Context: an optimization exercise on an open-source flow, tuned for small area and a short achievable clock period. The choices shown serve that exercise and are no tape-out recipe. Only simulation tests tie the RTL to the original design; equivalence was not proved. Power and IR drop assume default switching activity.

## flow/design.v (module list and top-level ports; edited modules follow where they fit)
// module residual_block: 1075 lines
// module fa3: 4 lines
// module ha2: 4 lines
// module xor2: 3 lines
module residual_block (
    input clk,
    input rst,
    input start,
    output reg done,
    input  signed [127:0] input_tensor,
    input  [7:0]  conv1_weights_flat,
    input  [7:0]  conv1_bias_flat,
    input  [31:0] conv2_weights_flat,
    input  [7:0]  conv2_bias_flat,
    input  [7:0]  conv3_weights_flat,
    input  [7:0]  conv3_bias_flat,
    input  [7:0]  conv_shortcut_weights_flat,
    input  [7:0]  conv_shortcut_bias_flat,
    output reg signed [71:0] output_tensor
);
  // ...
==> flow/flow/run.sh <==
#!/bin/bash
set -euo pipefail
export BUFFER_PORTS_ARGS="-buffer_cell sky130_fd_sc_hd__buf_1"
export SETUP_SLACK_MARGIN=6.7
export TNS_END_PERCENT=0
bash standard.sh > standard_flow.log 2>&1
==> flow/standard.sh <==
#!/bin/bash
# synth_recipe.tcl (not shown) runs the flow's synth.tcl, then flattens the netlist and writes it again
# the make line also repeats each setting of config.mk as NAME=value (left out here)
make -C /OpenROAD-flow-scripts/flow DESIGN_CONFIG=/design/flow/config.mk WORK_HOME=/design/flow/orfs CLKGATE_MAP_FILE= SYNTH_SCRIPT=/design/flow/synth_recipe.tcl "${@:-finish}"
==> flow/config.mk <==
export PLATFORM = sky130hd
export DESIGN_NAME = residual_block
export DESIGN_NICKNAME = residual_block
export VERILOG_FILES = /design/flow/design.v
export SDC_FILE = /design/flow/constraint.sdc
export NUM_CORES = 4
export LEC_CHECK = 0
export CAP_MARGIN = 20
export CORE_MARGIN = 2
export CORE_UTILIZATION = 40
export CTS_CLUSTER_DIAMETER = 200
export CTS_CLUSTER_SIZE = 30
export SLEW_MARGIN = 20
export SYNTH_HIERARCHICAL = 1
==> flow/constraint.sdc <==
create_clock -name core_clock -period 10.0 [get_ports {clk}]
set_input_delay 2.0000 -clock core_clock [delete_from_list [all_inputs] [get_ports {clk}]]
set_output_delay 2.0000 -clock core_clock [all_outputs]
set_load 0.01 [all_outputs]
==> results.txt, run 1 <==
- Multi-input logic area: 11100 sq um
- Non-clk bufs: 294
- Reg-to-reg slack, setup: 6590 ps
- CP delay by family, top: adder cells
- Post-Synth Adder-Cell Area: 26.7%
- Largest class: multi-input gates
- Hold-fix buffers, CTS: 0
- Seq pwr share: 23.1%
- WHS Path Cells: 1
- Post-CTS Setup Bufs: 0
- Most common cell in the netlist: nand2_1
- Min-delay worst type: reg -> reg
- Total Power: 8.17 mW
- EDFF count, synth: 77
- TritonCTS Buffers: 13
- Clock-cell share of area: 1.84%
- IO Count: 292
- Dpl cells: 2355
- # clock sinks: 281
- Initial antenna violation count: 1
- R2R Path End: T3[11]
- Simple-Gate Fraction of Synth Area: 9.92%
- Async SR Flop Fraction: 1.78%
- Regs by FF count: output_tensor x72, S2 x16, Z1 x16
- Internal power: 4.55 mW
- Peak VDD IR: 0.000362 V
- Met1 Usage GRT: 24.7%
- Highest-power group: combinational cells
- First DRT Iteration DRCs: 702
- Dpl hpwl: 37700 microns
- Worst hold margin: 392 ps
- Die Ht: 217 microns
- First-pass GRT wire length: 70500 microns
- Nonclk inv count: 108
- Status: complete, no violations
- Wl on met1: 18600 microns
- Final WS setup: 6590 ps
==> inputs of run 2 (changes only) <==
--- a/flow/config.mk
+++ b/flow/config.mk
@@ -8,7 +8,7 @@
 export CAP_MARGIN = 20
 export CORE_MARGIN = 2
 export CORE_UTILIZATION = 40
-export CTS_CLUSTER_DIAMETER = 200
-export CTS_CLUSTER_SIZE = 30
+export CTS_CLUSTER_DIAMETER = 150
+export CTS_CLUSTER_SIZE = 24
 export SLEW_MARGIN = 20
 export SYNTH_HIERARCHICAL = 1
==> run 2 against run 1 <==
  * Global-route usage rose by 0.078 points
  * Routed wire length barely moved
  * Largest power group unchanged
  * Synthesized cell count did not move
  * Cell count rose by 0.13%
  * Power rose by 0.46%
  * Critical endpoint unchanged
  * Via count rose by 0.21%
  * Non-clock buffer count did not move
==> results.txt, run 2 <==
- Sw Share: 44.2% (was 44.3%)
- Post-synth cell types: 50 (unchanged)
- Worst path slowest cell: fa_1 (unchanged)
- Xor/xnor share of the synthesized area: 7.93% (unchanged)
- Max-cap violations: 0 (unchanged)
- Die W: 217 microns (unchanged)
- Routed WL: 45000 microns (about the same)
- Htree depth: 1 (unchanged)
- Max Used Layer: met5 (unchanged)
- Die area: 47000 sq um (unchanged)
- Placement Setup Slack: 6320 ps (unchanged)
- Drt pass-1 iters: 5 (unchanged)
- CP most frequent cell: xor2_1 (unchanged)
- Core area: 44500 sq um (unchanged)
- FILL cells: 4173 (was 4175)
- Area grow syn2layout: 11.8% (was 11.5%)
- Commonest cells post-synth: 326 x nand2_1, 199 x dfxtp_1, 192 x fa_1 (unchanged)
- PwrDens: 405 nW/um^2 (was 404 nW/um^2)
- Leakage: 7.63 nW (was 7.60 nW)
- First-pass GRT wire length: 70800 microns (was 70500 microns)
- Die Ht: 217 microns (unchanged)
- Final period utilization: 34.2% (was 34.1%)
- Initial antenna violation count: 1 (unchanged)
- Fmax: 292 MHz (was 293 MHz)
- Critical Path RT: 10430 ps (was 10440 ps)
- Final setup viols: 0 (unchanged)
- Internal power: 4.58 mW (was 4.55 mW)
- Final setup TNS: 0 ps (unchanged)
- # rows: 77 (unchanged)
- Metal3 WL: 2730 microns (was 2910 microns)
- Dominant cell type by area after synthesis: dfxtp_1 (unchanged)
- CP max FO: 6 (unchanged)
- Status: complete, no violations (unchanged)
- Startpoint types: flop (unchanged)
- First DRT Iteration DRCs: 774 (was 702)
- Worst slew pin tran: 977 ps (was 981 ps)
- Port Buffer Count: 291 (unchanged)
- Post-synth net total: 2009 (unchanged)
- CTS tree: yes (unchanged)
- DR DRC count: 0 (unchanged)
- Ranking of synthesized cells by area: dfxtp_1 22%, fa_1 21%, edfxtp_1 13%, mux4_2 12%, nand2_1 6.8% (unchanged)
- Clk buf depth: 3 (unchanged)
- Switching pwr: 3.62 mW (about the same)
- Crit-path max cell delay: 480 ps (about the same)
- Max reg flops: 72 (unchanged)
- RSZ-0062 raised after global routing: yes (unchanged)
- TritonCTS Buffers: 15 (was 13)
- Post-Syn Area per Cell: 11.9 sq um (unchanged)
- Regs by FF count: output_tensor x72, S2 x16, Z1 x16 (unchanged)
- Worst clock skew: 32.3 ps (was 26.7 ps)
- # clock sinks: 281 (unchanged)
- Worst hold margin: 400 ps (was 392 ps)
- Hold-fix buffers, CTS: 0 (unchanged)
- Post-CTS Setup Bufs: 0 (unchanged)
- Final WS setup: 6580 ps (was 6590 ps)
- Initial Util: 40.7% (unchanged)
- Worst setup EP type: flop (unchanged)
- Vias in the first global route: 12900 (about the same)
- Largest family of logic cells by synthesized area: adder cells (unchanged)
- Clock latency (worst-skew pair): 520 ps (was 510 ps)
- Most frequent cells in the layout: 326 x nand2_1, 291 x buf_1, 193 x dfxtp_1, 192 x fa_1, 133 x xor2_1 (unchanged)
- EDFF count, synth: 77 (unchanged)
- Commonest non-fill, non-tap cell in the layout: nand2_1 (unchanged)
- Antenna cells: 0 (unchanged)
- Largest net degree at the start of global routing: 65 (unchanged)
- Clock power share: 7.9% (was 7.4%)
- Crit Path Class: reg -> reg (unchanged)
- Seq pwr share: 23.0% (was 23.1%)
- Dominant synthesized flop cell: dfxtp_1 (unchanged)
- Root Driver: clkbuf_16 (unchanged)
- Final hold violations: 0 (unchanged)
- Total GRT Usage: 19.3% (about the same)
- Post-Syn Instances: 1518 (unchanged)
- Reg-to-reg slack, setup: 6580 ps (was 6590 ps)
- Total Power: 8.20 mW (was 8.17 mW)
- Share of post-route cells with drive strength above 1: 8.34% (was 8.24%)
- DR vias/cell: 5.11 (about the same)
- Sequential element share of the synthesized area: 35.4% (unchanged)
- Mapped cell area: 18100 sq um (unchanged)
- Most common cell in the netlist: nand2_1 (unchanged)
- Combinational share of power: 69.2% (was 69.5%)
- Final Cell Area: 20300 sq um (was 20200 sq um)
- Largest reg by FF count: output_tensor (unchanged)
- Dpl hpwl: 37700 microns (unchanged)
- Post-Synth Adder-Cell Area: 26.7% (unchanged)
- Synth Area in Compound Gates: 2.78% (unchanged)
- Clock period minus worst slack: 3420 ps (was 3410 ps)
- Min-delay worst type: reg -> reg (unchanged)
- Worst EP arrival: 3850 ps (about the same)
- Async SR Flop Fraction: 1.78% (unchanged)
- Post-synthesis mux area share: 13.8% (unchanged)
- WL met2: 22500 microns (about the same)
- Total congestion overflow: 0 (unchanged)
- Simple-Gate Fraction of Synth Area: 9.92% (unchanged)
- Synth Warn #: 7 (unchanged)
- Peak VDD IR: 0.000401 V (was 0.000362 V)
- Antenna Nets Post-Route: 0 (unchanged)
- Clock transition at the registers of the reported paths: 100 ps (was 110 ps)
- IO Count: 292 (unchanged)
- Final slew viol count: 0 (unchanged)
- Wl on met1: 18800 microns (was 18600 microns)
- Routability cong.: 0.958 (unchanged)
- Via count: 12200 (was 12100)
- Post-synth top area share: 22.0% (unchanged)
- DR WL/cell: 18.9 microns (about the same)
- Slew headroom: 33.0% (was 32.8%)
- Synth Register Bits: 281 (unchanged)
- CP Cell Sequence: ha_4, fa_1, inv_1, ha_4, ha_4, a21o_1, o21a_1, or3_1, xor2_1, xor2_1, xor2_1, xor2_1, xor2_1, xor2_1 (unchanged)
- Post-placement cell area: 19800 sq um (unchanged)
- Final nets: 2271 (was 2269)
-- run 2: modules after synthesis, one instance, submodules excluded --
| module | cells inside | cell area, sq um | flip-flops and latches |
|---|---|---|---|
| residual_block | 1206 | 13400 | 281 |
| fa3 | 1 | 20.0 | 0 |
| xor2 | 1 | 8.76 | 0 |
| ha2 | 1 | 12.5 | 0 |
-- run 2: critical path: cells and delay by family, from the launching register on --
family	cells	cell delay [ps]
xor+xnor	6	1080
fa+ha+maj	4	1190
buf+inv	1	60
flops	1	350
compound gates	2	350
simple gates	1	310
-- run 2: cells by family (layout without fill, tap and decap cells) --
group | count (synthesis) | count (layout)
simple gates | 440 | 440
flops | 281 | 281
fa+ha+maj | 272 | 272
xor+xnor | 162 | 162
buf+inv | 157 | 425
mux | 128 | 128
compound gates | 78 | 78
-- run 2: final cells by class --
class | instances | area (sq um) | area share (%)
clock inverters | 2 | 17.5 | 0.0865
well taps | 592 | 741 | 3.66
clock buffers | 21 | 398 | 1.96
inverters | 108 | 405 | 2.00
repair buffers | 294 | 1110 | 5.50
flip-flops and latches | 281 | 6430 | 31.8
multi-input cells | 1080 | 11100 | 55.0
-- run 2: path summary, 6_finish.rpt --
| path | start | to | cells past startpoint |
|---|---|---|---|
| setup / recovery | S2[10] | T3[11] | 14 |
| setup reg to reg | S2[10] | T3[11] | 14 |
| hold / removal | Z1[0] | Zr[0] | 1 |
| min in group asynchronous | rst | cnt[0] | 2 |
| max in group asynchronous | rst | done | 2 |
| hold reg to reg | Z1[0] | Zr[0] | 1 |
-- run 2: power by group through the flow --
stage	sequential [mW]	combinational, mW	clock, mW
5_1_grt	1.93	6.47	0.711
2_1_floorplan	1.75	4.45	0
6_report	1.88	5.68	0.644
3_5_place_dp	1.91	5.65	0
3_3_place_gp	1.91	5.48	0
4_1_cts	1.89	5.76	0.671
-- run 2: stage by stage --
stage / utilization (%) / instances
floorplan: - / 1518
global placement: 44.5 / 2355
detailed placement: 44.5 / 2355
CTS: 45.5 / 2378
global route: 45.5 / 2378
finish: 45.5 / 2378
-- run 2: timing repair --
action	in CTS	in global routing
endpoints found under the setup margin	10	17
gates cloned	0	0
pin swaps	3	1
resized for setup	5	1
endpoints found under the hold margin	0	0
-- run 2: layer usage --
metal | up-vias | global-route usage, %
met4 | 2 | 4.18
met3 | 52 | 3.07
met5 | - | 0
li1 | 5568 | -
met1 | 6076 | 24.7
met2 | 458 | 34.6
==> inputs of run 3 (changes only) <==
--- a/flow/config.mk
+++ b/flow/config.mk
@@ -7,7 +7,7 @@
 export LEC_CHECK = 0
 export CAP_MARGIN = 20
 export CORE_MARGIN = 2
-export CORE_UTILIZATION = 40
+export CORE_UTILIZATION = 65
 export CTS_CLUSTER_DIAMETER = 150
 export CTS_CLUSTER_SIZE = 24
 export SLEW_MARGIN = 20
==> run 3 against run 2 <==
  * First-iteration DRC count up 9.6%
  * Clock skew fell by 12 ps
  * Via count rose by 1.8%
  * Still clean
  * Cell count down 8.8%
  * Synthesized area is the same
  * Hold slack lost 36 ps
  * Critical path depth did not move
  * Register-to-register slack better by 30 ps
  * Cell area decreased by 1.1%
==> results.txt, run 3 <==
- # rows: 61 (was 77)
- Total GRT Usage: 30.5% (was 19.3%)
- Peak VDD IR: 0.000425 V (was 0.000401 V)
- Antenna Nets Post-Route: 0 (unchanged)
- Crit-path max cell delay: 490 ps (was 480 ps)
- Final slew viol count: 0 (unchanged)
- Final hold violations: 0 (unchanged)
- Slew headroom: 31.4% (was 33.0%)
- EDFF count, synth: 77 (unchanged)
- Share of post-route cells with drive strength above 1: 8.55% (was 8.34%)
- Commonest cells post-synth: 326 x nand2_1, 199 x dfxtp_1, 192 x fa_1 (unchanged)
- Fmax: 295 MHz (was 292 MHz)
- DR WL/cell: 20.1 microns (was 18.9 microns)
- Largest reg by FF count: output_tensor (unchanged)
- Worst slew pin tran: 1000 ps (was 977 ps)
- Reg2reg path depth: 14 (unchanged)
- Initial antenna violation count: 0 (was 1)
- Core area: 27600 sq um (was 44500 sq um)
- Status: complete, no violations (unchanged)
- Synth Warn #: 7 (unchanged)
- Final setup TNS: 0 ps (unchanged)
- Final period utilization: 33.9% (was 34.2%)
- WHS Path Cells: 1 (unchanged)
- Worst path slowest cell: fa_1 (unchanged)
- Stages on worst setup path: 14 (unchanged)
- # clock sinks: 281 (unchanged)
- Drt pass-1 iters: 5 (unchanged)
- First DRT Iteration DRCs: 848 (was 774)
- Clock period minus worst slack: 3390 ps (was 3420 ps)
- Clock latency (worst-skew pair): 500 ps (was 520 ps)
- CP most frequent cell: xor2_1 (unchanged)
- Ranking of synthesized cells by area: dfxtp_1 22%, fa_1 21%, edfxtp_1 13%, mux4_2 12%, nand2_1 6.8% (unchanged)
- Commonest non-fill, non-tap cell in the layout: nand2_1 (unchanged)
- Dominant synthesized flop cell: dfxtp_1 (unchanged)
- Die area: 29200 sq um (was 47000 sq um)
- CP bufs+invs: 1 (unchanged)
- Routed WL: 43700 microns (was 45000 microns)
- DR DRC count: 0 (unchanged)
- Mapped cell area: 18100 sq um (unchanged)
- DR vias/cell: 5.71 (was 5.11)
- Async SR Flop Fraction: 1.78% (unchanged)
- IO Count: 292 (unchanged)
- Total Power: 8.40 mW (was 8.20 mW)
- Post-Syn Instances: 1518 (unchanged)
- Dominant cell type by area after synthesis: dfxtp_1 (unchanged)
- Via count: 12400 (was 12200)
- Post-synth cell types: 50 (unchanged)
- Max-cap violations: 0 (unchanged)
- CP delay by family, top: adder cells (unchanged)
- Reg area: 6430 sq um (about the same)
- CTS tree: yes (unchanged)
- Vias in the first global route: 12700 (was 12900)
- Leakage: 7.64 nW (was 7.63 nW)
- Most frequent cells in the layout: 325 x nand2_1, 291 x buf_1, 194 x dfxtp_1, 192 x fa_1, 133 x xor2_1 (was 326 x nand2_1, 291 x buf_1, 193 x dfxtp_1, 192 x fa_1, 133 x xor2_1)
- Area grow syn2layout: 10.5% (was 11.8%)
- Root Driver: clkbuf_16 (unchanged)
- Post-Syn Area per Cell: 11.9 sq um (unchanged)
- Post-synth top area share: 22.0% (unchanged)
- TritonCTS Buffers: 15 (unchanged)
- Dpl hpwl: 36200 microns (was 37700 microns)
- Htree depth: 1 (unchanged)
- Synth Register Bits: 281 (unchanged)
- Die W: 171 microns (was 217 microns)
- Worst clock skew: 20.5 ps (was 32.3 ps)
- FILL cells: 2054 (was 4173)
- Routability cong.: 0.949 (was 0.958)
- Total congestion overflow: 0 (unchanged)
- Critical Path RT: 10430 ps (about the same)
- Worst setup EP type: flop (unchanged)
- PwrDens: 419 nW/um^2 (was 405 nW/um^2)
- Clk buf depth: 3 (unchanged)
- Hold-fix buffers, CTS: 0 (unchanged)
- CP Cell Sequence: ha_4, fa_1, inv_2, ha_4, ha_4, a21o_1, o21a_1, or3_1, xor2_1, xor2_1, xor2_1, xor2_1, xor2_1, xor2_1 (was ha_4, fa_1, inv_1, ha_4, ha_4, a21o_1, o21a_1, or3_1, xor2_1, xor2_1, xor2_1, xor2_1, xor2_1, xor2_1)
- Post-synth net total: 2009 (unchanged)
- RSZ-0062 raised after global routing: yes (unchanged)
- Most common cell in the netlist: nand2_1 (unchanged)
- Initial Util: 65.6% (was 40.7%)
- Crit Path Class: reg -> reg (unchanged)
- First-pass GRT wire length: 67500 microns (was 70800 microns)
- CP max FO: 3 (was 6)
- Min-delay worst type: reg -> reg (unchanged)
- Sequential element share of the synthesized area: 35.4% (unchanged)
- Regs by FF count: output_tensor x72, S2 x16, Z1 x16 (unchanged)
- Largest net degree at the start of global routing: 65 (unchanged)
- Final nets: 2274 (was 2271)
- Multi-input logic area: 11200 sq um (was 11100 sq um)
- Port Buffer Count: 291 (unchanged)
- Startpoint types: flop (unchanged)
- Final setup viols: 0 (unchanged)
- Antenna cells: 0 (unchanged)
- Worst EP arrival: 3820 ps (was 3850 ps)
- Final core occ: 72.5% (was 45.5%)
- Clock transition at the registers of the reported paths: 100 ps (about the same)
- Max reg flops: 72 (unchanged)
- Die Ht: 171 microns (was 217 microns)
-- run 3: what timing repair did --
action                                  in CTS  in global routing
setup buffers                                1                  0
resized for setup                            9                  2
pin swaps                                    9                  6
endpoints found under the setup margin       8                 16
-- run 3: layout make-up --
type / count / area share (%)
well taps: 378 / 2.36
inverters: 108 / 2.02
flip-flops and latches: 281 / 32.1
repair buffers: 297 / 5.68
clock buffers: 23 / 2.02
multi-input cells: 1080 / 55.7
clock inverters: 1 / 0.0437
-- run 3: metrics by stage --
step	worst slack, ps	instance area (sq um)	hold slack (ps)	instances
3_5_place_dp	6370	19500	341	2143
4_1_cts	6590	20000	365	2168
6_report	6610	20000	364	2168
2_1_floorplan	6700	18200	338	1518
3_3_place_gp	6380	19500	345	2143
5_1_grt	6480	20000	389	2168
-- run 3: logic make-up after synthesis --
| logic type | Yosys count | synth area share, % |
|---|---|---|
| AO/OA/AOI/OAI | 78 | 2.78 |
| adder cells (fa/ha/maj) | 272 | 26.7 |
| flip-flops | 281 | 35.4 |
| buffers and inverters | 157 | 3.39 |
| AND/OR/NAND/NOR | 440 | 9.92 |
| multiplexers | 128 | 13.8 |
| XOR/XNOR | 162 | 7.93 |
-- run 3: modules after synthesis (local to each module, per instance) --
module / cells inside / area [sq um] / flip-flops and latches
fa3: 1 / 20.0 / 0
residual_block: 1206 / 13400 / 281
xor2: 1 / 8.76 / 0
ha2: 1 / 12.5 / 0
-- run 3: per-layer routing --
metal  wire, microns  track usage (%)
met1           16700             38.8
met2           22000             54.0
met3            3070             3.68
met4            1880             11.4
met5               0                0
-- run 3: final timing paths --
kind,from,end,slack [ps]
setup / recovery,S2[11],T3[11],6610
hold / removal,Z1[0],Zr[0],360
setup reg to reg,S2[11],T3[11],6610
hold reg to reg,Z1[0],Zr[0],360
max in group asynchronous,rst,cnt[2],8380
min in group asynchronous,rst,cnt[0],1440
-- run 3: report_power, final --
| group | total, mW | internal [mW] | switching [mW] |
|---|---|---|---|
| Sequential | 1.87 | 1.57 | 0.298 |
| Clock | 0.635 | 0.285 | 0.351 |
| Combinational | 5.89 | 2.82 | 3.07 |
==> inputs of run 4 (changes only) <==
--- a/flow/config.mk
+++ b/flow/config.mk
@@ -8,7 +8,5 @@
 export CAP_MARGIN = 20
 export CORE_MARGIN = 2
 export CORE_UTILIZATION = 65
-export CTS_CLUSTER_DIAMETER = 150
-export CTS_CLUSTER_SIZE = 24
 export SLEW_MARGIN = 20
 export SYNTH_HIERARCHICAL = 1
==> run 4 against run 3 <==
  * Still clean
  * Synthesized cell count stayed put
  * Cell count is 1.4% higher
  * Sequential cell count stayed put
  * Critical path type unchanged
  * Largest cell class unchanged
==> results.txt, run 4 <==
- Final nets: 2288 (was 2274)
- DR vias/cell: 5.72 (was 5.71)
- Post-synth net total: 2009 (unchanged)
- Largest net degree at the start of global routing: 65 (unchanged)
- Routed WL: 44800 microns (was 43700 microns)
- Initial antenna violation count: 0 (unchanged)
- IO Count: 292 (unchanged)
- Reg-to-reg slack, setup: 6580 ps (was 6610 ps)
- Met3 Track Usage GR: 5.32% (was 3.68%)
- Worst slew pin tran: 1040 ps (was 1000 ps)
- Total GRT Usage: 31.3% (was 30.5%)
- Worst clock skew: 21.8 ps (was 20.5 ps)
- Initial Util: 65.6% (unchanged)
- Die W: 171 microns (unchanged)
- Final setup TNS: 0 ps (unchanged)
- Post-Syn Instances: 1518 (unchanged)
- Worst EP arrival: 3900 ps (was 3820 ps)
- Share of post-route cells with drive strength above 1: 10.2% (was 8.55%)
- First-pass GRT wire length: 69000 microns (was 67500 microns)
- Top Usage Layer GRT: met2 (unchanged)
- Port Buffer Count: 291 (unchanged)
- Mapped cell area: 18100 sq um (unchanged)
- Post-Syn Area per Cell: 11.9 sq um (unchanged)
- Dominant synthesized flop cell: dfxtp_1 (unchanged)
- Post-synth cell types: 50 (unchanged)
- Clk buf depth: 3 (unchanged)
- RSZ-0062 raised after global routing: yes (unchanged)
- Reg2reg path depth: 14 (unchanged)
- Dpl hpwl: 36200 microns (unchanged)
- Leakage: 7.95 nW (was 7.64 nW)
- Startpoint types: flop (unchanged)
- Ranking of synthesized cells by area: dfxtp_1 22%, fa_1 21%, edfxtp_1 13%, mux4_2 12%, nand2_1 6.8% (unchanged)
- Final slew viol count: 0 (unchanged)
- Final hold violations: 0 (unchanged)
- Area grow syn2layout: 14.0% (was 10.5%)
- Final setup viols: 0 (unchanged)
- R2R Path End: T3[11] (unchanged)
- Clock period minus worst slack: 3420 ps (was 3390 ps)
- Setup crit end: T3[11] (unchanged)
- Die area: 29200 sq um (unchanged)
- Regs by FF count: output_tensor x72, S2 x16, Z1 x16 (unchanged)
- Root Driver: clkbuf_16 (unchanged)
- Fmax: 292 MHz (was 295 MHz)
- Met1 Usage GRT: 38.4% (was 38.8%)
- Max-cap violations: 0 (unchanged)
- Antenna Nets Post-Route: 0 (unchanged)
- Core area: 27600 sq um (unchanged)
- Most frequent cells in the layout: 325 x nand2_1, 291 x buf_1, 195 x dfxtp_1, 192 x fa_1, 132 x xor2_1 (was 325 x nand2_1, 291 x buf_1, 194 x dfxtp_1, 192 x fa_1, 133 x xor2_1)
- Status: complete, no violations (unchanged)
- Final core occ: 74.8% (was 72.5%)
- Clock latency (worst-skew pair): 560 ps (was 500 ps)
- Slew headroom: 28.4% (was 31.4%)
- TritonCTS Buffers: 29 (was 15)
- CP max FO: 3 (unchanged)
- # clock sinks: 281 (unchanged)
- Post-synth top area share: 22.0% (unchanged)
- Synth Register Bits: 281 (unchanged)
- EDFF count, synth: 77 (unchanged)
- Largest reg by FF count: output_tensor (unchanged)
- Crit Path Class: reg -> reg (unchanged)
- DR DRC count: 0 (unchanged)
- Synth Warn #: 7 (unchanged)
- Hold-fix buffers, CTS: 0 (unchanged)
- GR Util met2: 53.7% (was 54.0%)
- DR WL/cell: 20.4 microns (was 20.1 microns)
- PwrDens: 436 nW/um^2 (was 419 nW/um^2)
- Sequential element share of the synthesized area: 35.4% (unchanged)
- Min-delay worst type: reg -> reg (unchanged)
- Worst setup EP type: flop (unchanged)
- Routability cong.: 0.949 (unchanged)
- Die Ht: 171 microns (unchanged)
- CTS tree: yes (unchanged)
- Commonest cells post-synth: 326 x nand2_1, 199 x dfxtp_1, 192 x fa_1 (unchanged)
- Reg2reg start: S2[11] (unchanged)
- Dominant cell type by area after synthesis: dfxtp_1 (unchanged)
- Commonest non-fill, non-tap cell in the layout: nand2_1 (unchanged)
- Most common cell in the netlist: nand2_1 (unchanged)
- Critical Path RT: 10480 ps (was 10430 ps)
- Final period utilization: 34.2% (was 33.9%)
- First DRT Iteration DRCs: 850 (was 848)
- Peak VDD IR: 0.000426 V (was 0.000425 V)
- Htree depth: 1 (unchanged)
- CP Launch Point: S2[11] (unchanged)
- Vias in the first global route: 13100 (was 12700)
- # rows: 61 (unchanged)
- Via count: 12600 (was 12400)
- Max reg flops: 72 (unchanged)
- Clock transition at the registers of the reported paths: 60 ps (was 100 ps)
- Antenna cells: 0 (unchanged)
- Drt pass-1 iters: 5 (unchanged)
- Async SR Flop Fraction: 1.78% (unchanged)
- Total congestion overflow: 0 (unchanged)
run 4: repair_timing:
action / CTS / global route
setup buffers: 1 / 0
endpoints found under the hold margin: 0 / 0
resized for setup: 6 / 7
pin swaps: 10 / 9
setup endpoints to repair: 10 / 17
run 4: per-module statistics from Yosys, one instance, submodules excluded:
module          area [sq um]  cells inside
residual_block         13400          1206
ha2                     12.5             1
fa3                     20.0             1
xor2                    8.76             1
run 4: cell families after synthesis:
logic type                 after synthesis  synth area share (%)
and+or+nand+nor                        440                  9.92
DFF                                    281                  35.4
adders and majority gates              272                  26.7
xor gates and xnor gates               162                  7.93
buffers and inverters                  157                  3.39
muxes                                  128                  13.8
AOI/OAI and AO/OA                       78                  2.78
run 4: where the power goes:
part	switching (mW)	leakage (nW)	internal, mW
logic	3.13	5.00	2.85
registers	0.302	2.44	1.57
clock network	0.449	0.508	0.703
run 4: through the flow:
step	setup WS, ps	power [mW]	hold WS, ps	instances	cell area (sq um)
final	6580	9.00	355	2198	20700
after global routing	6490	9.83	379	2198	20700
after CTS	6540	8.88	356	2198	20600
after detailed placement	6370	7.60	341	2143	19500
after global placement	6380	7.43	345	2143	19500
after floorplan	6700	6.20	338	1518	18200
run 4: how the worst min path moves through the flow:
stage,from,endpoint,depth (start not counted)
2_1_floorplan,Z1[0],Zr[0],1
3_3_place_gp,Z1[0],Zr[0],1
3_5_place_dp,Z1[0],Zr[0],1
4_1_cts,Z1[0],Zr[0],1
5_1_grt,Z1[0],Zr[0],1
6_report,Z1[0],Zr[0],1
run 4: final cells by class:
class                      count  area (sq um)
tap                          378           473
timing repair buffer         297          1140
inverter                     108           405
multi-input combinational   1080         11200
clock inverter                18           231
fill                        1974          6970
clock buffer                  36           805
sequential                   281          6430
run 4: layer usage:
metal | vias up | part of all wire [%]
met5 | - | 0
met4 | 0 | 5.5
met3 | 130 | 8.0
met2 | 667 | 49
met1 | 6165 | 37
li1 | 5617 | -
run 4: worst max-delay path: stages (launching register included):
cell     delay [ps]
dfxtp_2         330
ha_4            240
fa_1            490
inv_2            40
ha_4            290
ha_4            210
a21o_1          170
o21a_1          160
or3_1           310
xor2_1          180
xor2_1          190
xor2_1          200
xor2_1          180
xor2_1          190
xor2_1          160
==> inputs of run 5 (changes only) <==
==> flow/flow/run.sh (replaced) <==
#!/bin/bash
set -euo pipefail
export BUFFER_PORTS_ARGS="-buffer_cell sky130_fd_sc_hd__buf_1"
export SETUP_SLACK_MARGIN=6.85
export TNS_END_PERCENT=0
bash standard.sh > standard_flow.log 2>&1
--- a/flow/config.mk
+++ b/flow/config.mk
@@ -8,5 +8,7 @@
 export CAP_MARGIN = 20
 export CORE_MARGIN = 2
 export CORE_UTILIZATION = 65
+export CTS_CLUSTER_DIAMETER = 150
+export CTS_CLUSTER_SIZE = 24
 export SLEW_MARGIN = 20
 export SYNTH_HIERARCHICAL = 1
==> run 5 against run 4 <==
  * Largest cell class unchanged
  * Sequential power is essentially flat
  * Synthesized cell count is the same
  * Critical path depth shrank 2
  * Routed wire length shrank 1.9%
  * Cell count shrank 1.4%
  * First-iteration DRC count shrank 0.71%
  * Cell area shrank 3.4%
  * Via count shrank 2.2%
  * Sequential cell count is the same
  * Global-route usage shrank 0.79 points
==> results.txt, run 5 <==
- CP delay by family, top: adder cells (unchanged)
- CP max FO: 4 (was 3)
- Async SR Flop Fraction: 1.78% (unchanged)
- Die area: 29200 sq um (unchanged)
- Routed WL: 44000 microns (was 44800 microns)
- Clock latency (worst-skew pair): 500 ps (was 560 ps)
- Worst hold margin: 374 ps (was 355 ps)
- Post-synth net total: 2009 (unchanged)
- WL met2: 21700 microns (was 22100 microns)
- Dominant cell type by area after synthesis: dfxtp_1 (unchanged)
- PwrDens: 412 nW/um^2 (was 436 nW/um^2)
- Reg-to-reg slack, setup: 6550 ps (was 6580 ps)
- Crit Path Class: reg -> reg (unchanged)
- Htree depth: 1 (unchanged)
- Area grow syn2layout: 10.2% (was 14.0%)
- First-pass GRT wire length: 66800 microns (was 69000 microns)
- Fmax: 289 MHz (was 292 MHz)
- Reg2reg path depth: 12 (was 14)
- Total Power: 8.22 mW (was 9.00 mW)
- Routability cong.: 0.948 (was 0.949)
- CP Cell Sequence: ha_1, fa_1, ha_1, fa_1, inv_1, ha_1, ha_1, nor2b_1, o31a_1, o22ai_1, xnor2_1, mux2i_1 (was ha_4, fa_1, inv_2, ha_4, ha_4, a21o_1, o21a_1, or3_1, xor2_1, xor2_1, xor2_1, xor2_1, xor2_1, xor2_1)
- Mapped cell area: 18100 sq um (unchanged)
- TritonCTS Buffers: 15 (was 29)
- Clock period minus worst slack: 3450 ps (was 3420 ps)
- Wl on met1: 17100 microns (was 16700 microns)
- CTS tree: yes (unchanged)
- R2R Path End: output_tensor[71] (was T3[11])
- Total congestion overflow: 0 (unchanged)
- Max-cap violations: 0 (unchanged)
- Via count: 12300 (was 12600)
- Reg2reg start: Cp[3] (was S2[11])
- CP bufs+invs: 1 (unchanged)
- Post-Syn Area per Cell: 11.9 sq um (unchanged)
- Dpl hpwl: 36500 microns (was 36200 microns)
- WHS Path Cells: 1 (unchanged)
- DR DRC count: 0 (unchanged)
- Core area: 27600 sq um (unchanged)
- Dominant synthesized flop cell: dfxtp_1 (unchanged)
- Synth Register Bits: 281 (unchanged)
- Port Buffer Count: 291 (unchanged)
- Clk buf depth: 3 (unchanged)
- Worst slew pin tran: 966 ps (was 1040 ps)
- Total GRT Usage: 30.5% (was 31.3%)
- Startpoint types: flop (unchanged)
- Clock transition at the registers of the reported paths: 100 ps (was 60 ps)
- Die Ht: 171 microns (unchanged)
- Most frequent cells in the layout: 326 x nand2_1, 291 x buf_1, 196 x dfxtp_1, 192 x fa_1, 133 x xor2_1 (was 325 x nand2_1, 291 x buf_1, 195 x dfxtp_1, 192 x fa_1, 132 x xor2_1)
- Leakage: 7.63 nW (was 7.95 nW)
- Most common cell in the netlist: nand2_1 (unchanged)
- Max Used Layer: met5 (was met4)
- Root Driver: clkbuf_16 (unchanged)
- Final setup TNS: 0 ps (unchanged)
- Worst EP arrival: 3820 ps (was 3900 ps)
- Initial antenna violation count: 2 (was 0)
- Final period utilization: 34.5% (was 34.2%)
- Sequential element share of the synthesized area: 35.4% (unchanged)
- Post-synth top area share: 22.0% (unchanged)
- Antenna Nets Post-Route: 0 (unchanged)
- Vias in the first global route: 12500 (was 13100)
- Post-Syn Instances: 1518 (unchanged)
- IO Count: 292 (unchanged)
- Final slew viol count: 0 (unchanged)
- Critical Path RT: 10370 ps (was 10480 ps)
- Crit-path max cell delay: 480 ps (was 490 ps)
- RSZ-0062 raised after global routing: yes (unchanged)
- CP Launch Point: Cp[3] (was S2[11])
- Commonest cells post-synth: 326 x nand2_1, 199 x dfxtp_1, 192 x fa_1 (unchanged)
- Final setup viols: 0 (unchanged)
- Share of post-route cells with drive strength above 1: 8.05% (was 10.2%)
- DR WL/cell: 20.3 microns (was 20.4 microns)
- Drt pass-1 iters: 5 (unchanged)
- First DRT Iteration DRCs: 844 (was 850)
- Final core occ: 72.3% (was 74.8%)
- Worst clock skew: 17.7 ps (was 21.8 ps)
- Final hold violations: 0 (unchanged)
- Synth Warn #: 7 (unchanged)
- Worst setup EP type: flop (unchanged)
- Slew headroom: 33.8% (was 28.4%)
- Post-CTS resize count: 0 (was 6)
- Peak VDD IR: 0.000362 V (was 0.000426 V)
- Max reg flops: 72 (unchanged)
- Regs by FF count: output_tensor x72, S2 x16, Z1 x16 (unchanged)
- Ranking of synthesized cells by area: dfxtp_1 22%, fa_1 21%, edfxtp_1 13%, mux4_2 12%, nand2_1 6.8% (unchanged)
- DR vias/cell: 5.68 (was 5.72)
- Largest reg by FF count: output_tensor (unchanged)
- Die W: 171 microns (unchanged)
- # rows: 61 (unchanged)
- # clock sinks: 281 (unchanged)
- Post-synth cell types: 50 (unchanged)
- Largest net degree at the start of global routing: 65 (unchanged)
- Status: complete, no violations (unchanged)
- CP most frequent cell: ha_1 (was xor2_1)
- Hold_sp: Z1[0] (unchanged)
- Worst path slowest cell: fa_1 (unchanged)
- Initial Util: 65.6% (unchanged)
- EDFF count, synth: 77 (unchanged)
- Final nets: 2273 (was 2288)
- Commonest non-fill, non-tap cell in the layout: nand2_1 (unchanged)
- Hold endpoint: Zr[0] (unchanged)
- Min-delay worst type: reg -> reg (unchanged)
- Metal3 WL: 3290 microns (was 3580 microns)
- Hold-fix buffers, CTS: 0 (unchanged)
## run 5: cell counts after synthesis
Identical to the previous run, type by type.
## run 5: layout make-up
| cell class | instances | area (sq um) |
|---|---|---|
| diodes | 2 | 5.00 |
| clock buffers | 22 | 402 |
| clock inverters | 1 | 8.76 |
| fillers | 2037 | 7670 |
| inverters | 108 | 405 |
| multi-input cells | 1080 | 11100 |
| flip-flops and latches | 281 | 6430 |
| well taps | 378 | 473 |
| repair buffers | 296 | 1130 |
## run 5: modules after synthesis, one instance, submodules excluded
| module | cells | times used | cell area, sq um |
|---|---|---|---|
| ha2 | 1 | 16 | 12.5 |
| xor2 | 1 | 121 | 8.76 |
| fa3 | 1 | 175 | 20.0 |
| residual_block | 1206 | 1 | 13400 |
## run 5: worst register-to-register path: stages, from the launching register on
cell	delay [ps]
edfxtp_1	390
ha_1	200
fa_1	480
ha_1	310
fa_1	480
inv_1	40
ha_1	260
ha_1	340
nor2b_1	170
o31a_1	250
o22ai_1	160
xnor2_1	150
mux2i_1	100
## run 5: stage by stage
step	setup slack, ps	instance area, sq um	std cells
floorplan	6720	18200	1518
global placement	6390	19500	2143
detailed placement	6330	19500	2143
CTS	6520	20000	2166
global route	6330	20000	2166
finish	6550	20000	2168
## run 5: logic make-up after synthesis
logic type      Yosys count  synth area share [%]
compound gates           78                  2.78
xor+xnor                162                  7.93
fa+ha+maj               272                  26.7
buf+inv                 157                  3.39
flops                   281                  35.4
mux                     128                  13.8
simple gates            440                  9.92
## run 5: worst max-delay path by stage
stage | end | slack (ps) | cells past startpoint
finish | output_tensor[71] | 6550 | 12
global route | T3[11] | 6330 | 15
CTS | T3[11] | 6520 | 14
detailed placement | Z1[4] | 6330 | 4
global placement | Z1[9] | 6390 | 4
floorplan | T3[11] | 6720 | 14
## run 5: timing repair
item                                    4_1_cts  5_1_grt
setup buffers                                 0        0
hold endpoints to repair                      0        0
pin swaps                                     3        2
endpoints found under the setup margin       19       30
## run 5: power breakdown
| group | internal, mW | leakage, nW | switching, mW |
|---|---|---|---|
| Combinational | 2.69 | 4.99 | 3.03 |
| Sequential | 1.57 | 2.44 | 0.295 |
| Clock | 0.283 | 0.198 | 0.349 |
| Total | 4.55 | 7.63 | 3.67 |
## run 5: metal layers
metal / GRT usage, % / vias to the layer above
li1: - / 5575
met1: 38.1 / 6008
met2: 52.9 / 607
met3: 5.00 / 111
met4: 12.8 / 4
met5: 0 / -
==> inputs of run 6 (changes only) <==
==> flow/flow/run.sh (replaced) <==
#!/bin/bash
set -euo pipefail
export BUFFER_PORTS_ARGS="-buffer_cell sky130_fd_sc_hd__buf_1"
export SETUP_SLACK_MARGIN=6.55
export TNS_END_PERCENT=0
bash standard.sh > standard_flow.log 2>&1
==> run 6 against run 5 <==
  * Synthesized cell count is the same
  * Critical path depth shrank 1
  * Count of clock-buffer cells in the layout is the same
  * Global-route usage grew 0.088 points
  * Critical path type unchanged
  * Routed wire length shrank 0.14%
  * Utilization grew 0.12 points
  * Combinational power grew 2%
==> results.txt, run 6 <==
- Status: complete, no violations (unchanged)
- Post-CTS Setup Bufs: 0 (unchanged)
- EDFF count, synth: 77 (unchanged)
- Peak VDD IR: 0.000391 V (was 0.000362 V)
- Hold-fix buffers, CTS: 0 (unchanged)
- Clock latency (worst-skew pair): 490 ps (was 500 ps)
- Drt pass-1 iters: 7 (was 5)
- Reg-to-reg slack, setup: 6580 ps (was 6550 ps)
- Regs by FF count: output_tensor x72, S2 x16, Z1 x16 (unchanged)
- Total GRT Usage: 30.6% (was 30.5%)
- Total Power: 8.31 mW (was 8.22 mW)
- Max-cap violations: 0 (unchanged)
- Switching pwr: 3.68 mW (was 3.67 mW)
- Dominant cell type by area after synthesis: dfxtp_1 (unchanged)
- Worst clock skew: 15.9 ps (was 17.7 ps)
- Largest reg by FF count: output_tensor (unchanged)
- Reg2reg start: Cp[6] (was Cp[3])
- Reg area: 6430 sq um (about the same)
- DR vias/cell: 5.73 (was 5.68)
- Clk buf depth: 3 (unchanged)
- Post-synth net total: 2009 (unchanged)
- Largest net degree at the start of global routing: 65 (unchanged)
- Dpl hpwl: 36600 microns (was 36500 microns)
- Synth Register Bits: 281 (unchanged)
- Antenna Nets Post-Route: 0 (unchanged)
- Initial antenna violation count: 0 (was 2)
- Fmax: 293 MHz (was 289 MHz)
- Crit Path Class: reg -> reg (unchanged)
- Min-delay worst type: reg -> reg (unchanged)
- Final setup TNS: 0 ps (unchanged)
- Async SR Flop Fraction: 1.78% (unchanged)
- Via count: 12400 (was 12300)
- Worst slew pin tran: 999 ps (was 966 ps)
- RSZ-0062 raised after global routing: yes (unchanged)
- Vias in the first global route: 12500 (about the same)
- Final setup viols: 0 (unchanged)
- Clock transition at the registers of the reported paths: 100 ps (about the same)
- CP max FO: 5 (was 4)
- CTS tree: yes (unchanged)
- Leakage: 7.63 nW (about the same)
- Die area: 29200 sq um (unchanged)
- Post-synth top area share: 22.0% (unchanged)
- Most common cell in the netlist: nand2_1 (unchanged)
- Hold_sp: Z1[0] (unchanged)
- Initial Util: 65.6% (unchanged)
- Max reg flops: 72 (unchanged)
- First DRT Iteration DRCs: 746 (was 844)
- PwrDens: 416 nW/um^2 (was 412 nW/um^2)
- Most frequent cells in the layout: 326 x nand2_1, 291 x buf_1, 195 x dfxtp_1, 192 x fa_1, 133 x xor2_1 (was 326 x nand2_1, 291 x buf_1, 196 x dfxtp_1, 192 x fa_1, 133 x xor2_1)
- Reg2reg path depth: 11 (was 12)
- Die W: 171 microns (unchanged)
- Commonest non-fill, non-tap cell in the layout: nand2_1 (unchanged)
- Sw Share: 44.3% (was 44.7%)
- Post-Syn Instances: 1518 (unchanged)
- FILL cells: 2033 (was 2037)
- Seq pwr share: 22.6% (was 22.7%)
- Slew headroom: 31.5% (was 33.8%)
- Area grow syn2layout: 10.4% (was 10.2%)
- Clock power share: 7.6% (was 7.7%)
- Sequential element share of the synthesized area: 35.4% (unchanged)
- Internal power: 4.63 mW (was 4.55 mW)
- TritonCTS Buffers: 15 (unchanged)
- Die Ht: 171 microns (unchanged)
- DR WL/cell: 20.3 microns (about the same)
- Final period utilization: 34.2% (was 34.5%)
- Post-Syn Area per Cell: 11.9 sq um (unchanged)
- Core area: 27600 sq um (unchanged)
- Clock period minus worst slack: 3420 ps (was 3450 ps)
- WHS Path Cells: 1 (unchanged)
- IO Count: 292 (unchanged)
- Multi-input logic area: 11100 sq um (about the same)
- Total congestion overflow: 0 (unchanged)
- Root Driver: clkbuf_16 (unchanged)
- Critical Path RT: 10380 ps (was 10370 ps)
- Startpoint types: flop (unchanged)
- First-pass GRT wire length: 67400 microns (was 66800 microns)
- Final nets: 2273 (unchanged)
- Port Buffer Count: 291 (unchanged)
- DR DRC count: 0 (unchanged)
- Final slew viol count: 0 (unchanged)
- Routed WL: 43900 microns (was 44000 microns)
- Hold endpoint: Zr[0] (unchanged)
- # clock sinks: 281 (unchanged)
- R2R Path End: output_tensor[71] (unchanged)
- Routability cong.: 0.966 (was 0.948)
- Post-synth cell types: 50 (unchanged)
- Worst EP arrival: 3800 ps (was 3820 ps)
- Commonest cells post-synth: 326 x nand2_1, 199 x dfxtp_1, 192 x fa_1 (unchanged)
- Worst setup EP type: flop (unchanged)
- # rows: 61 (unchanged)
- Synth Warn #: 7 (unchanged)
- Ranking of synthesized cells by area: dfxtp_1 22%, fa_1 21%, edfxtp_1 13%, mux4_2 12%, nand2_1 6.8% (unchanged)
- Dominant synthesized flop cell: dfxtp_1 (unchanged)
- Share of post-route cells with drive strength above 1: 8.33% (was 8.05%)
- Htree depth: 1 (unchanged)
- Final hold violations: 0 (unchanged)
- Combinational share of power: 69.8% (was 69.6%)
- Mapped cell area: 18100 sq um (unchanged)
==> run 6: cell count changes in the layout (fill, tap and decap cells not counted), sizes merged <==
cell and delta:
diode -1
==> run 6: layout make-up <==
cell class	count	share of cell area, %
inverter	108	2.03
timing repair buffer	296	5.65
multi-input combinational	1080	55.7
sequential	281	32.2
clock inverter	1	0.0438
tap	378	2.37
antenna	1	0.0125
clock buffer	22	2.01
==> run 6: repair_timing <==
action                     CTS  global route
resized for setup            6             4
pin swaps                    7             8
hold endpoints to repair     0             0
setup endpoints to repair    2             7
==> run 6: worst max-delay path by stage <==
stage | startpoint | to | slack [ps] | cells after the start
finish | Cp[6] | output_tensor[71] | 6580 | 11
global route | S2[11] | T3[11] | 6420 | 14
CTS | Cp[3] | output_tensor[71] | 6540 | 12
detailed placement | conv3_weights_flat[0] | Z1[9] | 6350 | 4
global placement | S2[10] | T3[11] | 6400 | 14
floorplan | S2[10] | T3[11] | 6550 | 14
==> run 6: per-layer routing <==
metal | wire length (microns) | up-vias | global-route usage, % | part of all wire (%)
li1 | - | 5568 | - | -
met1 | 16800 | 6120 | 39.1 | 38
met2 | 22000 | 630 | 53.2 | 50
met3 | 3200 | 102 | 4.19 | 7.3
met4 | 1890 | 0 | 11.8 | 4.3
met5 | 0 | - | 0 | 0
==> run 6: cells by family after synthesis <==
family,Yosys count,share of synthesized area [%]
adder cells (fa/ha/maj),272,26.7
AO/OA/AOI/OAI,78,2.78
AND/OR/NAND/NOR,440,9.92
XOR/XNOR,162,7.93
multiplexers,128,13.8
buffers and inverters,157,3.39
flip-flops,281,35.4
==> run 6: power by group through the flow <==
| stage | sequential, mW | combinational, mW | clock [mW] |
|---|---|---|---|
| floorplan | 1.75 | 4.41 | 0 |
| global placement | 1.90 | 5.48 | 0 |
| detailed placement | 1.90 | 5.67 | 0 |
| CTS | 1.88 | 5.80 | 0.648 |
| global route | 1.91 | 6.54 | 0.685 |
| finish | 1.88 | 5.81 | 0.630 |
==> run 6: Yosys stat by module, one instance, submodules excluded <==
module	area (sq um)	cells inside
ha2	12.5	1
fa3	20.0	1
residual_block	13400	1206
xor2	8.76	1
==> run 6: worst max-delay path: stages, from the launching register on <==
cell      delay, ps
edfxtp_1        400
fa_1            560
fa_1            460
fa_1            500
inv_1            50
ha_1            290
ha_1            360
o21a_1          210
o31a_1          130
o22ai_2         140
xnor2_1         130
mux2i_1          80
==> run 6: metrics by stage <==
stage	setup slack [ps]	area (sq um)	std cells	utilization [%]	hold WS, ps
3_5_place_dp	6350	19500	2143	70.6	363
6_report	6580	20000	2167	72.4	384
5_1_grt	6420	20000	2166	72.4	399
4_1_cts	6540	20000	2166	72.3	384
3_3_place_gp	6400	19500	2143	70.6	348
2_1_floorplan	6550	18100	1518	-	338
==> inputs of run 7 (changes only) <==
==> flow/flow/run.sh (replaced) <==
#!/bin/bash
set -euo pipefail
export BUFFER_PORTS_ARGS="-buffer_cell sky130_fd_sc_hd__buf_1"
export SETUP_SLACK_MARGIN=6.7
export TNS_END_PERCENT=0
bash standard.sh > standard_flow.log 2>&1
--- a/flow/config.mk
+++ b/flow/config.mk
@@ -10,5 +10,6 @@
 export CORE_UTILIZATION = 65
 export CTS_CLUSTER_DIAMETER = 150
 export CTS_CLUSTER_SIZE = 24
+export GPL_TIMING_DRIVEN = 1
 export SLEW_MARGIN = 20
 export SYNTH_HIERARCHICAL = 1
==> run 7 against run 6 <==
  * Cell area grew 0.13%
  * Combinational power grew 1%
  * Non-clock buffer count grew 1
  * Largest power group unchanged
  * Still clean on timing, DRC and antenna
  * Sequential power is essentially flat
  * Utilization grew 0.090 points
  * Fmax grew 0.94%
  * Die area is the same
  * Cell count is essentially flat
  * Sequential cell count is the same
==> results.txt, run 7 <==
- Reg-to-reg slack, setup: 6610 ps (was 6580 ps)
- Most frequent cells in the layout: 325 x nand2_1, 291 x buf_1, 194 x dfxtp_1, 192 x fa_1, 133 x xor2_1 (was 326 x nand2_1, 291 x buf_1, 195 x dfxtp_1, 192 x fa_1, 133 x xor2_1)
- Worst setup EP type: flop (unchanged)
- Antenna cells: 0 (was 1)
- First DRT Iteration DRCs: 848 (was 746)
- Post-synth cell types: 50 (unchanged)
- Peak VDD IR: 0.000425 V (was 0.000391 V)
- Worst clock skew: 20.5 ps (was 15.9 ps)
- Final setup viols: 0 (unchanged)
- IO Count: 292 (unchanged)
- Post-Syn Area per Cell: 11.9 sq um (unchanged)
- Routability cong.: 0.949 (was 0.966)
- TritonCTS Buffers: 15 (unchanged)
- Largest net degree at the start of global routing: 65 (unchanged)
- Min-delay worst type: reg -> reg (unchanged)
- Final setup TNS: 0 ps (unchanged)
- Antenna Nets Post-Route: 0 (unchanged)
- Hold-fix buffers, CTS: 0 (unchanged)
- CTS tree: yes (unchanged)
- Startpoint types: flop (unchanged)
- Htree depth: 1 (unchanged)
- Hold_sp: Z1[0] (unchanged)
- Synth Warn #: 7 (unchanged)
- Area grow syn2layout: 10.5% (was 10.4%)
- Largest reg by FF count: output_tensor (unchanged)
- Total congestion overflow: 0 (unchanged)
- Worst EP arrival: 3820 ps (was 3800 ps)
- Post-Syn Instances: 1518 (unchanged)
- Final hold violations: 0 (unchanged)
- First-pass GRT wire length: 67500 microns (was 67400 microns)
- Final Cell Area: 20000 sq um (about the same)
- Die area: 29200 sq um (unchanged)
- RSZ-0062 raised after global routing: yes (unchanged)
- Vias in the first global route: 12700 (was 12500)
- Via count: 12400 (about the same)
- Post-placement cell area: 19500 sq um (about the same)
- # clock sinks: 281 (unchanged)
- Root Driver: clkbuf_16 (unchanged)
- Fmax: 295 MHz (was 293 MHz)
- Clock period minus worst slack: 3390 ps (was 3420 ps)
- Clock latency (worst-skew pair): 500 ps (was 490 ps)
- DR WL/cell: 20.1 microns (was 20.3 microns)
- Dominant cell type by area after synthesis: dfxtp_1 (unchanged)
- WHS Path Cells: 1 (unchanged)
- Hold endpoint: Zr[0] (unchanged)
- Die Ht: 171 microns (unchanged)
- Slew headroom: 31.4% (was 31.5%)
- Synth Register Bits: 281 (unchanged)
- Leakage: 7.64 nW (was 7.63 nW)
- Max reg flops: 72 (unchanged)
- Post-synth net total: 2009 (unchanged)
- DR vias/cell: 5.71 (was 5.73)
- Mapped cell area: 18100 sq um (unchanged)
- # rows: 61 (unchanged)
- Port Buffer Count: 291 (unchanged)
- PwrDens: 419 nW/um^2 (was 416 nW/um^2)
- Status: complete, no violations (unchanged)
- DR DRC count: 0 (unchanged)
- Final nets: 2274 (was 2273)
- Most common cell in the netlist: nand2_1 (unchanged)
- Commonest cells post-synth: 326 x nand2_1, 199 x dfxtp_1, 192 x fa_1 (unchanged)
- CP max FO: 3 (was 5)
- Crit Path Class: reg -> reg (unchanged)
- Final period utilization: 33.9% (was 34.2%)
- Reg2reg path depth: 14 (was 11)
- Post-synth top area share: 22.0% (unchanged)
- Critical Path RT: 10430 ps (was 10380 ps)
- Total GRT Usage: 30.5% (was 30.6%)
- Dpl hpwl: 36200 microns (was 36600 microns)
- Worst slew pin tran: 1000 ps (was 999 ps)
- Drt pass-1 iters: 5 (was 7)
- FILL cells: 2054 (was 2033)
- Async SR Flop Fraction: 1.78% (unchanged)
- Regs by FF count: output_tensor x72, S2 x16, Z1 x16 (unchanged)
- Max-cap violations: 0 (unchanged)
- Clock transition at the registers of the reported paths: 100 ps (about the same)
- R2R Path End: T3[11] (was output_tensor[71])
- Ranking of synthesized cells by area: dfxtp_1 22%, fa_1 21%, edfxtp_1 13%, mux4_2 12%, nand2_1 6.8% (unchanged)
- Reg2reg start: S2[11] (was Cp[6])
- Share of post-route cells with drive strength above 1: 8.55% (was 8.33%)
- Routed WL: 43700 microns (was 43900 microns)
- Clk buf depth: 3 (unchanged)
- Sequential element share of the synthesized area: 35.4% (unchanged)
- Core area: 27600 sq um (unchanged)
- Die W: 171 microns (unchanged)
- EDFF count, synth: 77 (unchanged)
- Commonest non-fill, non-tap cell in the layout: nand2_1 (unchanged)
- Final slew viol count: 0 (unchanged)
- Initial Util: 65.6% (unchanged)
- Dominant synthesized flop cell: dfxtp_1 (unchanged)
- Final core occ: 72.5% (was 72.4%)
- Initial antenna violation count: 0 (unchanged)
[run 7: changes by cell type in the layout (fill, tap and decap cells not counted), sizes merged]
| cell | change |
|---|---|
| buf | +1 |
| clkbuf | +1 |
| diode | -1 |
[run 7: layout make-up]
type | count | area (sq um) | share of cell area (%)
Clock buffer | 23 | 405 | 2.02
Sequential cell | 281 | 6430 | 32.1
Clock inverter | 1 | 8.76 | 0.0437
Multi-Input combinational cell | 1080 | 11200 | 55.7
Inverter | 108 | 405 | 2.02
Tap cell | 378 | 473 | 2.36
Timing Repair Buffer | 297 | 1140 | 5.68
[run 7: cells by family (layout without fill, tap and decap cells)]
family                     Yosys count  in the layout  share of synthesized area [%]
buffers and inverters              157            429                           3.39
muxes                              128            128                           13.8
adders and majority gates          272            272                           26.7
and+or+nand+nor                    440            440                           9.92
AOI/OAI and AO/OA                   78             78                           2.78
DFF                                281            281                           35.4
xor gates and xnor gates           162            162                           7.93
[run 7: metal layers]
layer  global-route usage (%)  up-vias  share of wire, %
met4                     11.4        0               4.3
met5                        0        -                 0
met1                     38.8     6052                38
met2                     54.0      647                50
met3                     3.68      106               7.0
li1                         -     5570                 -
[run 7: worst max-delay path by stage]
stage                                from      to  slack, ps  cells past startpoint
detailed placement  conv3_weights_flat[0]   Z1[9]       6370                      4
global route                       S2[11]  T3[11]       6480                     15
CTS                                S2[11]  T3[11]       6590                     14
floorplan                          S2[10]  T3[11]       6700                     14
global placement    conv3_weights_flat[0]   Z1[9]       6380                      4
finish                             S2[11]  T3[11]       6610                     14
[run 7: per-module statistics from Yosys (local to each module, per instance)]
module / flops+latches / cell area (sq um) / copies in the design
residual_block: 281 / 13400 / 1
xor2: 0 / 8.76 / 121
fa3: 0 / 20.0 / 175
ha2: 0 / 12.5 / 16
[run 7: what timing repair did]
item                                   4_1_cts  5_1_grt
endpoints found under the hold margin        0        0
setup endpoints to repair                    8       16
gates resized for setup                      9        2
gates cloned                                 0        0
setup buffers                                1        0
pin swaps                                    9        6
[run 7: worst max-delay path, stage by stage (launching register included)]
cell	delay [ps]
dfxtp_2	340
ha_4	230
fa_1	490
inv_2	40
ha_4	280
ha_4	210
a21o_1	170
o21a_1	160
or3_1	310
xor2_1	180
xor2_1	190
xor2_1	190
xor2_1	180
xor2_1	190
xor2_1	140
[run 7: metrics by stage]
step | power [mW] | setup slack (ps) | hold slack [ps] | cells
floorplan | 6.20 | 6700 | 338 | 1518
global placement | 7.43 | 6380 | 345 | 2143
detailed placement | 7.60 | 6370 | 341 | 2143
CTS | 8.44 | 6590 | 365 | 2168
global route | 9.21 | 6480 | 389 | 2168
finish | 8.40 | 6610 | 364 | 2168
[run 7: where the power goes]
| group | switching [mW] | internal [mW] |
|---|---|---|
| combinational | 3.07 | 2.82 |
| sequential | 0.298 | 1.57 |
| clock | 0.351 | 0.285 |
| total | 3.72 | 4.67 |
==> inputs of run 8 (changes only) <==
--- a/flow/config.mk
+++ b/flow/config.mk
@@ -10,6 +10,5 @@
 export CORE_UTILIZATION = 65
 export CTS_CLUSTER_DIAMETER = 150
 export CTS_CLUSTER_SIZE = 24
-export GPL_TIMING_DRIVEN = 1
 export SLEW_MARGIN = 20
 export SYNTH_HIERARCHICAL = 1
==> run 8 against run 7 <==
  * Still clean
  * Synthesized area stayed put
  * Die area stayed put
  * Combinational power is essentially flat
  * First-iteration DRC count did not move
  * Power is the same
  * Cell area is the same
  * Non-clock buffer count unchanged
  * Cell count unchanged
  * Critical path depth stayed put
  * Register-to-register slack barely moved
  * Clock skew unchanged
==> results.txt, run 8 <==
- Root Driver: clkbuf_16 (unchanged)
- Port Buffer Count: 291 (unchanged)
- Total congestion overflow: 0 (unchanged)
- Drt pass-1 iters: 5 (unchanged)
- Regs by FF count: output_tensor x72, S2 x16, Z1 x16 (unchanged)
- Worst clock skew: 20.5 ps (unchanged)
- Largest net degree at the start of global routing: 65 (unchanged)
- Post-Synth Adder-Cell Area: 26.7% (unchanged)
- Post-synth cell types: 50 (unchanged)
- Die W: 171 microns (unchanged)
- Synth Warn #: 7 (unchanged)
- Combinational share of power: 70.2% (about the same)
- DR WL/cell: 20.1 microns (unchanged)
- Startpoint types: flop (unchanged)
- Post-synth net total: 2009 (unchanged)
- Slew headroom: 31.4% (unchanged)
- Core area: 27600 sq um (unchanged)
- DR DRC count: 0 (unchanged)
- # rows: 61 (unchanged)
- Cell Count, Final, Fillers Out: 2168 (unchanged)
- Synth Register Bits: 281 (unchanged)
- Die area: 29200 sq um (unchanged)
- Final setup viols: 0 (unchanged)
- Sw Share: 44.3% (unchanged)
- R2R Path End: T3[11] (unchanged)
- Initial antenna violation count: 0 (unchanged)
- Post-Syn Area per Cell: 11.9 sq um (unchanged)
- Clock latency (worst-skew pair): 500 ps (about the same)
- Share of post-route cells with drive strength above 1: 8.55% (unchanged)
- Most frequent cells in the layout: 325 x nand2_1, 291 x buf_1, 194 x dfxtp_1, 192 x fa_1, 133 x xor2_1 (unchanged)
- Peak VDD IR: 0.000425 V (unchanged)
- Clock power share: 7.6% (about the same)
- Final period utilization: 33.9% (unchanged)
- Die Ht: 171 microns (unchanged)
- CTS tree: yes (unchanged)
- Routability cong.: 0.949 (unchanged)
- Reg-to-reg slack, setup: 6610 ps (about the same)
- Max-cap violations: 0 (unchanged)
- Clk buf depth: 3 (unchanged)
- Ranking of synthesized cells by area: dfxtp_1 22%, fa_1 21%, edfxtp_1 13%, mux4_2 12%, nand2_1 6.8% (unchanged)
- CP max FO: 3 (unchanged)
- Area grow syn2layout: 10.5% (unchanged)
- Leakage: 7.64 nW (unchanged)
- First-pass GRT wire length: 67500 microns (unchanged)
- Most common cell in the netlist: nand2_1 (unchanged)
- PwrDens: 419 nW/um^2 (unchanged)
- Hold_sp: Z1[0] (unchanged)
- WHS Path Cells: 1 (unchanged)
- Synth Area in Compound Gates: 2.78% (unchanged)
- Dpl cells: 2143 (unchanged)
- Final setup TNS: 0 ps (unchanged)
- Post-synth top area share: 22.0% (unchanged)
- # clock sinks: 281 (unchanged)
- DR vias/cell: 5.71 (unchanged)
- Hold endpoint: Zr[0] (unchanged)
- Dominant cell type by area after synthesis: dfxtp_1 (unchanged)
- Largest family of logic cells by synthesized area: adder cells (unchanged)
- RSZ-0062 raised after global routing: yes (unchanged)
- Worst slew pin tran: 1000 ps (unchanged)
- Commonest cells post-synth: 326 x nand2_1, 199 x dfxtp_1, 192 x fa_1 (unchanged)
- Xor/xnor share of the synthesized area: 7.93% (unchanged)
- Commonest non-fill, non-tap cell in the layout: nand2_1 (unchanged)
- Clock period minus worst slack: 3390 ps (unchanged)
- Via count: 12400 (unchanged)
- Dominant synthesized flop cell: dfxtp_1 (unchanged)
- Worst EP arrival: 3820 ps (about the same)
- Status: complete, no violations (unchanged)
- Max reg flops: 72 (unchanged)
- Critical Path RT: 10430 ps (about the same)
- Final nets: 2274 (unchanged)
- Crit Path Class: reg -> reg (unchanged)
- Initial Util: 65.6% (unchanged)
- First DRT Iteration DRCs: 848 (unchanged)
- Worst setup EP type: flop (unchanged)
- Antenna Nets Post-Route: 0 (unchanged)
- Clock transition at the registers of the reported paths: 100 ps (about the same)
- Final hold violations: 0 (unchanged)
- Largest reg by FF count: output_tensor (unchanged)
- Internal power: 4.67 mW (unchanged)
- IO Count: 292 (unchanged)
- Reg2reg start: S2[11] (unchanged)
- EDFF count, synth: 77 (unchanged)
- Fmax: 295 MHz (unchanged)
- Vias in the first global route: 12700 (unchanged)
- Worst hold margin: 364 ps (unchanged)
- Seq pwr share: 22.3% (about the same)
- Switching pwr: 3.72 mW (unchanged)
- Post-synthesis mux area share: 13.8% (unchanged)
- Routed WL: 43700 microns (unchanged)
- Htree depth: 1 (unchanged)
- Min-delay worst type: reg -> reg (unchanged)
- Dpl hpwl: 36200 microns (unchanged)
- Sequential element share of the synthesized area: 35.4% (unchanged)
- Post-Syn Instances: 1518 (unchanged)
- TritonCTS Buffers: 15 (unchanged)
- Final slew viol count: 0 (unchanged)
- Simple-Gate Fraction of Synth Area: 9.92% (unchanged)
- Mapped cell area: 18100 sq um (unchanged)
- Total GRT Usage: 30.5% (unchanged)
- Antenna cells: 0 (unchanged)
- Reg2reg path depth: 14 (unchanged)
- Async SR Flop Fraction: 1.78% (unchanged)
-- run 8: layout make-up --
type / instances / area, sq um
Tap cell: 378 / 473
Multi-Input combinational cell: 1080 / 11200
Fill cell: 2054 / 7610
Sequential cell: 281 / 6430
Clock buffer: 23 / 405
Clock inverter: 1 / 8.76
Inverter: 108 / 405
Timing Repair Buffer: 297 / 1140
-- run 8: per-module statistics from Yosys, one instance, submodules excluded --
module / flops+latches / times used / cell area, sq um
residual_block: 281 / 1 / 13400
fa3: 0 / 175 / 20.0
ha2: 0 / 16 / 12.5
xor2: 0 / 121 / 8.76
-- run 8: what timing repair did --
action | in CTS | in global routing
setup endpoints to repair | 8 | 16
pin swaps | 9 | 6
setup buffers | 1 | 0
hold buffers | 0 | 0
resized for setup | 9 | 2
-- run 8: routing by layer --
metal | share of wire (%) | vias up | global-route usage (%) | routed length (microns)
li1 | - | 5570 | - | -
met1 | 38 | 6052 | 38.8 | 16700
met2 | 50 | 647 | 54.0 | 22000
met3 | 7.0 | 106 | 3.68 | 3070
met4 | 4.3 | 0 | 11.4 | 1880
met5 | 0 | - | 0 | 0
-- run 8: per-stage QoR --
stage	instance area [sq um]	utilization, %	power [mW]	setup WS, ps
5_1_grt	20000	72.5	9.21	6480
3_5_place_dp	19500	70.7	7.60	6370
2_1_floorplan	18200	-	6.20	6700
3_3_place_gp	19500	70.7	7.43	6380
6_report	20000	72.5	8.40	6610
4_1_cts	20000	72.4	8.44	6590
-- run 8: power groups by stage --
stage / registers (mW) / clock network (mW) / logic (mW)
floorplan: 1.75 / 0 / 4.45
global placement: 1.89 / 0 / 5.54
detailed placement: 1.89 / 0 / 5.71
CTS: 1.87 / 0.652 / 5.91
global route: 1.90 / 0.689 / 6.62
finish: 1.87 / 0.635 / 5.89
-- run 8: how the worst max path moves through the flow --
| stage | start | endpoint |
|---|---|---|
| 6_report | S2[11] | T3[11] |
| 5_1_grt | S2[11] | T3[11] |
| 4_1_cts | S2[11] | T3[11] |
| 3_5_place_dp | conv3_weights_flat[0] | Z1[9] |
| 3_3_place_gp | conv3_weights_flat[0] | Z1[9] |
| 2_1_floorplan | S2[10] | T3[11] |
-- run 8: cell families after synthesis --
| kind of cell | after synthesis |
|---|---|
| multiplexers | 128 |
| buffers and inverters | 157 |
| flip-flops | 281 |
| AO/OA/AOI/OAI | 78 |
| AND/OR/NAND/NOR | 440 |
| XOR/XNOR | 162 |
| adder cells (fa/ha/maj) | 272 |
-- run 8: critical path, cell delays in order, from the launching register on --
cell     delay (ps)
dfxtp_2         340
ha_4            230
fa_1            490
inv_2            40
ha_4            280
ha_4            210
a21o_1          170
o21a_1          160
or3_1           310
xor2_1          180
xor2_1          190
xor2_1          190
xor2_1          180
xor2_1          190
xor2_1          140

port drivers added, routing unchanged:
No port has a modelled driver above. Below, the same layouts with a new extraction and two added sets of constraints. Step 1 assumes that a clkbuf_16 drives the clock port and a buf_2 every other input. Step 2 adds t to the input delays and takes it off the output delays; t is the mean of the earliest and latest rising clock arrival at the registers after step 1. Input paths then give back, and output paths get back, about the clock's delay inside the block. Three values: no drivers, after step 1, after step 2; two values: the first two.
run | t, ns | setup slack, ns | latest minus earliest clock arrival (ns) | worst register clock-pin slew, ns
run 1 | 0.550 | 6.589 / 6.589 / 6.347 | 0.033 / 0.033 | 0.12 / 0.12
run 2 | 0.553 | 6.581 / 6.581 / 6.333 | 0.040 / 0.040 | 0.10 / 0.10
run 3 | 0.540 | 6.613 / 6.613 / 6.321 | 0.021 / 0.021 | 0.10 / 0.10
run 4 | 0.599 | 6.579 / 6.579 / 6.315 | 0.022 / 0.022 | 0.07 / 0.07
run 5 | 0.541 | 6.545 / 6.545 / 6.324 | 0.020 / 0.020 | 0.10 / 0.10
run 6 | 0.540 | 6.581 / 6.581 / 6.312 | 0.016 / 0.016 | 0.10 / 0.10
run 7 | 0.540 | 6.613 / 6.613 / 6.321 | 0.021 / 0.021 | 0.10 / 0.10
run 8 | 0.540 | 6.613 / 6.613 / 6.321 | 0.021 / 0.021 | 0.10 / 0.10
After both steps setup and hold are still met in every run listed.
